From an optimization exercise on the open Yosys and OpenROAD flow, aimed at small area and few clock cycles; shortcuts taken in it are not production practice. In this exercise RTL edits were held to simulation tests only and were not proved equivalent to the original.

==> flow/design.v <==
module huffman(
  input  logic       clk,
  input  logic       rst_n,
  input  logic       in_valid,
  input  logic [7:0] gray_data,
  output logic       CNT_valid,
  output logic [7:0] CNT1, CNT2, CNT3, CNT4, CNT5, CNT6,
  output logic       code_valid,
  output logic [7:0] HC1, HC2, HC3, HC4, HC5, HC6,
  output logic [7:0] M1, M2, M3, M4, M5, M6
);
  localparam logic [2:0] IDLE = 3'd0, COUNT = 3'd1, MG2 = 3'd2, MG3 = 3'd3,
                         MG4 = 3'd4, MG5 = 3'd5;
  logic [2:0] st;
  logic [6:0] ncnt [6];    
  logic [6:0] cnt [6];
  always_comb for (int x = 0; x < 6; x++) cnt[x] = ~ncnt[x];
  logic [5:0] z;           
  assign z[5] = 1'b0;      
  logic       rel [6][6];  
  logic [2:0] par [6];
  always_comb for (int x = 0; x < 6; x++) par[x] = cnt[x][2:0];
  logic [4:0] val [6];
  logic merge1, merging, late, clr;
  assign merge1  = (st == COUNT) & ~in_valid;
  assign merging = merge1 | (st >= MG2);
  assign late    = (st >= MG3);
  assign clr     = (st == IDLE) & ~in_valid;
  logic [5:0] pix;
  always_comb begin
    pix[5] = in_valid &  gray_data[2] &  gray_data[1];
    pix[4] = in_valid &  gray_data[2] & ~gray_data[1] &  gray_data[0];
    pix[3] = in_valid &  gray_data[2] & ~gray_data[1] & ~gray_data[0];
    pix[2] = in_valid & ~gray_data[2] &  gray_data[1] &  gray_data[0];
    pix[1] = in_valid & ~gray_data[2] &  gray_data[1] & ~gray_data[0];
    pix[0] = in_valid & ~gray_data[2] & ~gray_data[1] &  gray_data[0];
  end
  logic [5:0] a, b, sa, sb, r, d, gt;
  always_comb begin
    for (int x = 0; x < 6; x++) begin
      a[x] = 1'b1;
      b[x] = 1'b1;
      for (int y = 0; y < 6; y++)
        if (y < x) a[x] = a[x] & rel[y][x];
        else if (y > x) a[x] = a[x] & ~rel[x][y];
    end
    for (int x = 0; x < 6; x++) begin
      b[x] = ~a[x];
      for (int y = 0; y < 6; y++)
        if (y < x) b[x] = b[x] & (rel[y][x] | a[y]);
        else if (y > x) b[x] = b[x] & (~rel[x][y] | a[y]);
    end
    sa = merging ? a : pix;
    sb = merging ? b : 6'b0;
    for (int x = 0; x < 6; x++) begin
      r[x] = sa[x] | sb[x];
      for (int y = 0; y < x; y++) r[x] = r[x] & ~(sa[y] | sb[y]);
    end
    d = (sa | sb) & ~r;
    for (int j = 0; j < 6; j++) begin
      gt[j] = 1'b0;
      for (int x = j + 1; x < 6; x++) gt[j] = gt[j] | r[x];
    end
  end
  logic [6:0] ca, cb, sum;
  always_comb begin
    ca = '0;
    cb = '0;
    for (int x = 0; x < 6; x++) begin
      ca = ca | (cnt[x] & {7{sa[x]}});
      cb = cb | (cnt[x] & {7{sb[x]}});
    end
    sum = ca + cb + {6'b0, in_valid};
  end
  logic [5:0] xb;
  always_comb begin
    for (int j = 0; j < 6; j++) begin
      logic t;
      t = merging & ~(late & z[j]) | gt[j];
      for (int k = 0; k < 7; k++)
        t = (~sum[k] & cnt[j][k]) | (~sum[k] & t) | (cnt[j][k] & t);
      xb[j] = t;
    end
  end
  logic [5:0] dead, ina, inb;
  logic [2:0] ridx;
  always_comb begin
    for (int x = 0; x < 6; x++) dead[x] = &cnt[x][6:4];
    ina[0] = a[0];
    inb[0] = b[0];
    for (int s = 1; s < 6; s++) begin
      logic pa, pb;
      pa = ina[0];
      pb = inb[0];
      for (int q = 1; q < s; q++)
        if (par[s] == 3'(q)) begin
          pa = ina[q];
          pb = inb[q];
        end
      ina[s] = dead[s] ? pa : a[s];
      inb[s] = dead[s] ? pb : b[s];
    end
    ridx = 3'd0;
    for (int x = 0; x < 6; x++) if (r[x]) ridx = ridx | 3'(x);
  end
  logic [4:0] above [6];
  logic [4:0] vnext [6];
  always_comb begin
    for (int s = 0; s < 6; s++) begin
      above[s][4] = 1'b0;
      for (int j = 3; j >= 0; j--) above[s][j] = above[s][j + 1] | val[s][j + 1];
      for (int j = 0; j < 5; j++)
        vnext[s][j] = above[s][j] ? val[s][j] :
                      val[s][j]   ? ~inb[s] :
                      (j > 0) & (ina[s] | inb[s]) & val[s][(j > 0) ? j - 1 : 0];
    end
  end
  always_ff @(posedge clk) begin
    for (int x = 0; x < 6; x++) begin
      if (r[x] | clr) ncnt[x] <= ~sum;
      else if (d[x]) ncnt[x] <= ~{4'b1110, ridx};
    end
    for (int x = 0; x < 5; x++) begin
      if (clr) z[x] <= 1'b0;
      else if (r[x] & late) z[x] <= 1'b1;
    end
    for (int i = 0; i < 6; i++)
      for (int j = i + 1; j < 6; j++) begin
        if (clr) rel[i][j] <= 1'b1;
        else if (d[j]) rel[i][j] <= 1'b0;
        else if (d[i]) rel[i][j] <= 1'b1;
        else if (r[i]) rel[i][j] <= ~xb[j];
        else if (r[j]) rel[i][j] <= xb[i];
      end
    for (int s = 0; s < 6; s++) begin
      if (!merging) val[s] <= 5'b00001;
      else val[s] <= vnext[s];
    end
  end
  always_ff @(posedge clk or negedge rst_n) begin
    if (!rst_n) st <= IDLE;
    else begin
      case (st)
        IDLE:    st <= in_valid ? COUNT : IDLE;
        COUNT:   st <= in_valid ? COUNT : MG2;
        MG2:     st <= MG3;
        MG3:     st <= MG4;
        MG4:     st <= MG5;
        default: st <= IDLE;
      endcase
    end
  end
  logic last;
  assign last = (st == MG5);
  logic [4:0] hc [6];
  logic [4:0] mk [6];
  always_comb begin
    for (int s = 0; s < 6; s++) begin
      hc[s] = {5{last}} & val[s] & (above[s] | {5{ina[s]}});
      mk[s] = {{4{last}} & (above[s][4:1] | val[s][4:1]), last};
    end
  end
  assign CNT_valid  = merge1;
  assign code_valid = last;
  assign CNT1 = {1'b0, cnt[0] & {7{merge1}}};
  assign CNT2 = {1'b0, cnt[1] & {7{merge1}}};
  assign CNT3 = {1'b0, cnt[2] & {7{merge1}}};
  assign CNT4 = {1'b0, cnt[3] & {7{merge1}}};
  assign CNT5 = {1'b0, cnt[4] & {7{merge1}}};
  assign CNT6 = {1'b0, cnt[5] & {7{merge1}}};
  assign HC1 = {3'b0, hc[0]};
  assign HC2 = {3'b0, hc[1]};
  assign HC3 = {3'b0, hc[2]};
  assign HC4 = {3'b0, hc[3]};
  assign HC5 = {3'b0, hc[4]};
  assign HC6 = {3'b0, hc[5]};
  assign M1 = {3'b0, mk[0]};
  assign M2 = {3'b0, mk[1]};
  assign M3 = {3'b0, mk[2]};
  assign M4 = {3'b0, mk[3]};
  assign M5 = {3'b0, mk[4]};
  assign M6 = {3'b0, mk[5]};
endmodule
==> flow/config.mk <==
export PLATFORM = sky130hd
export DESIGN_NAME = huffman
export DESIGN_NICKNAME = huffman
export VERILOG_FILES = /design/flow/design.v
export SDC_FILE = /design/flow/constraint.sdc
export NUM_CORES = 4
export LEC_CHECK = 0
export ABC_AREA = 1
export ABC_CLOCK_PERIOD_IN_PS = 12000
export CAP_MARGIN = 20
export CORE_MARGIN = 2
export CORE_UTILIZATION = 50
export GPL_TIMING_DRIVEN = 0
export SLEW_MARGIN = 20
==> flow/constraint.sdc <==
create_clock -name core_clock -period 12.0 [get_ports {clk}]
set_input_delay 2.4000 -clock core_clock [delete_from_list [all_inputs] [get_ports {clk}]]
set_output_delay 2.4000 -clock core_clock [all_outputs]
set_load 0.01 [all_outputs]
standard.sh (not shown) runs the stock make flow with config.mk's settings and CLKGATE_MAP_FILE= SYNTH_SCRIPT=/design/flow/synth_recipe.tcl, a recipe that flattens the netlist after the stock synthesis.
==> flow/flow/run.sh <==
#!/bin/bash
# Own layout flow: the standard synthesis, then its combinational logic
# re-mapped for area (every flip-flop kept as the standard synthesis made
# it, same instance name and cell), then the standard layout steps with
# small port buffers, one tie cell for the constant outputs and a clock
# tree of small buffers without dummy loads. Each tool's output goes to a log file here.
set -euo pipefail
here=$(pwd)
res=$here/orfs/results/$FLOW_PLATFORM/huffman/base
lib=$FLOW_HOME/platforms/$FLOW_PLATFORM/lib/sky130_fd_sc_hd__tt_025C_1v80.lib
yosys_bin=${YOSYS_EXE:-$FLOW_HOME/../tools/install/yosys/bin/yosys}

# 1. standard synthesis, netlist only
bash standard.sh "$res/1_2_yosys.v" > "$here/flow_synth.log" 2>&1
cp "$res/1_2_yosys.v" "$here/standard_synth.v"

# 2. re-map the combinational logic for area
grep -o 'cell *( *"\?sky130_fd_sc_hd__[a-z0-9_]*' "$lib" | sed 's/.*(\s*"\?//' \
  | grep -E "__(df|edf|sdf|sedf|dl|conb|lpflow|probe)" | tr '\n' ' ' > "$here/keep_cells.txt"
REOPT_LIB=$lib REOPT_KEEP=$here/keep_cells.txt REOPT_IN=$here/standard_synth.v \
  REOPT_OUT=$here/reopt.v REOPT_SCRIPT=$here/flow/area.abc \
  "$yosys_bin" -c "$here/flow/reopt.tcl" > "$here/flow_reopt.log" 2>&1
cp "$here/reopt.v" "$res/1_2_yosys.v"
rm -f "$res/1_synth.odb" "$res/1_synth.sdc"

# 3. the standard layout from there, ports buffered with the smallest buffer
cts="-sink_clustering_enable -repair_clock_nets -dont_use_dummy_load"
cts="$cts -buf_list sky130_fd_sc_hd__clkbuf_8 -root_buf sky130_fd_sc_hd__clkbuf_8"
cts="$cts -sink_clustering_size 30 -sink_clustering_max_diameter 100"
bash standard.sh "BUFFER_PORTS_ARGS=-buffer_cell sky130_fd_sc_hd__buf_1" \
  SKIP_REPAIR_TIE_FANOUT=1 "CTS_ARGS=$cts" finish \
  > "$here/flow_layout.log" 2>&1
Other scripts of this flow, unchanged in this note and not shown: flow/flow/area.abc, flow/flow/reopt.tcl
Testbench counts at the start, summed over its fixed seeds: cycles 20,344.
==> next run, changes <==
--- a/flow/design.v
+++ b/flow/design.v
@@ -12,14 +12,12 @@
   localparam logic [2:0] IDLE = 3'd0, COUNT = 3'd1, MG2 = 3'd2, MG3 = 3'd3,
                          MG4 = 3'd4, MG5 = 3'd5;
   logic [2:0] st;
-  logic [6:0] ncnt [6];    
   logic [6:0] cnt [6];
-  always_comb for (int x = 0; x < 6; x++) cnt[x] = ~ncnt[x];
   logic [5:0] z;           
   assign z[5] = 1'b0;      
   logic       rel [6][6];  
-  logic [2:0] par [6];
-  always_comb for (int x = 0; x < 6; x++) par[x] = cnt[x][2:0];
+  logic [2:0] par [6];     
+  localparam logic [17:0] PMASK = {3'b111, 3'b011, 3'b011, 3'b001, 3'b000, 3'b000};
   logic [4:0] val [6];
   logic merge1, merging, late, clr;
   assign merge1  = (st == COUNT) & ~in_valid;
@@ -78,7 +76,7 @@
       logic t;
       t = merging & ~(late & z[j]) | gt[j];
       for (int k = 0; k < 7; k++)
-        t = (~sum[k] & cnt[j][k]) | (~sum[k] & t) | (cnt[j][k] & t);
+        t = (~sum[k] & cnt[j][k]) | (~(sum[k] ^ cnt[j][k]) & t);
       xb[j] = t;
     end
   end
@@ -117,8 +115,8 @@
   end
   always_ff @(posedge clk) begin
     for (int x = 0; x < 6; x++) begin
-      if (r[x] | clr) ncnt[x] <= ~sum;
-      else if (d[x]) ncnt[x] <= ~{4'b1110, ridx};
+      if (r[x] | clr) cnt[x] <= sum;
+      else if (d[x]) cnt[x] <= sum | 7'b1110000;
     end
     for (int x = 0; x < 5; x++) begin
       if (clr) z[x] <= 1'b0;
@@ -135,6 +133,7 @@
     for (int s = 0; s < 6; s++) begin
       if (!merging) val[s] <= 5'b00001;
       else val[s] <= vnext[s];
+      if (d[s]) par[s] <= ridx & PMASK[3*s +: 3];
     end
   end
   always_ff @(posedge clk or negedge rst_n) begin
Non-clock buffer count fell by 1. Register-to-register slack gets better by 180 ps. Cell area rose by 0.43%. Global-route usage fell by 3.4 points. Die area rose by 0.85%. Flip-flop and latch count rose by 8.
Testbench counts after the change, summed over its fixed seeds: cycles 20,344.

-- afterwards: timing with drivers on the ports --
No port has a modelled driver above. Below, the same layouts with a new extraction and two added sets of constraints. Step 1 sets driving cells, clkbuf_16 on the clock port and buf_2 on the other inputs (assumed; they add their load-dependent delay and slew). Step 2 moves the port delays by t, midway between the first and last clock arrival at a register: inputs arrive t later, outputs are due t later. That takes back most of the time a late clock gives input paths. a / b / c = ideal / step 1 / step 2; a / b = the first two.
| run | t (ns) | setup WS [ns] | latest minus earliest clock arrival (ns) | slew at the worst register clock pin (ns) | pins driven straight from the clock port |
|---|---|---|---|---|---|
| the first run | 0.415 | 2.423 / 2.442 / 2.026 | 0.020 / 0.021 | 0.10 / 0.10 | 1 |
| the second run | 0.411 | 2.600 / 2.616 / 2.205 | 0.025 / 0.026 | 0.10 / 0.10 | 1 |
After both steps setup and hold are still met in every run listed. For the first run, which loses most, drivers alone change the setup slack by +0.019 ns; drivers and shift together by -0.397 ns.
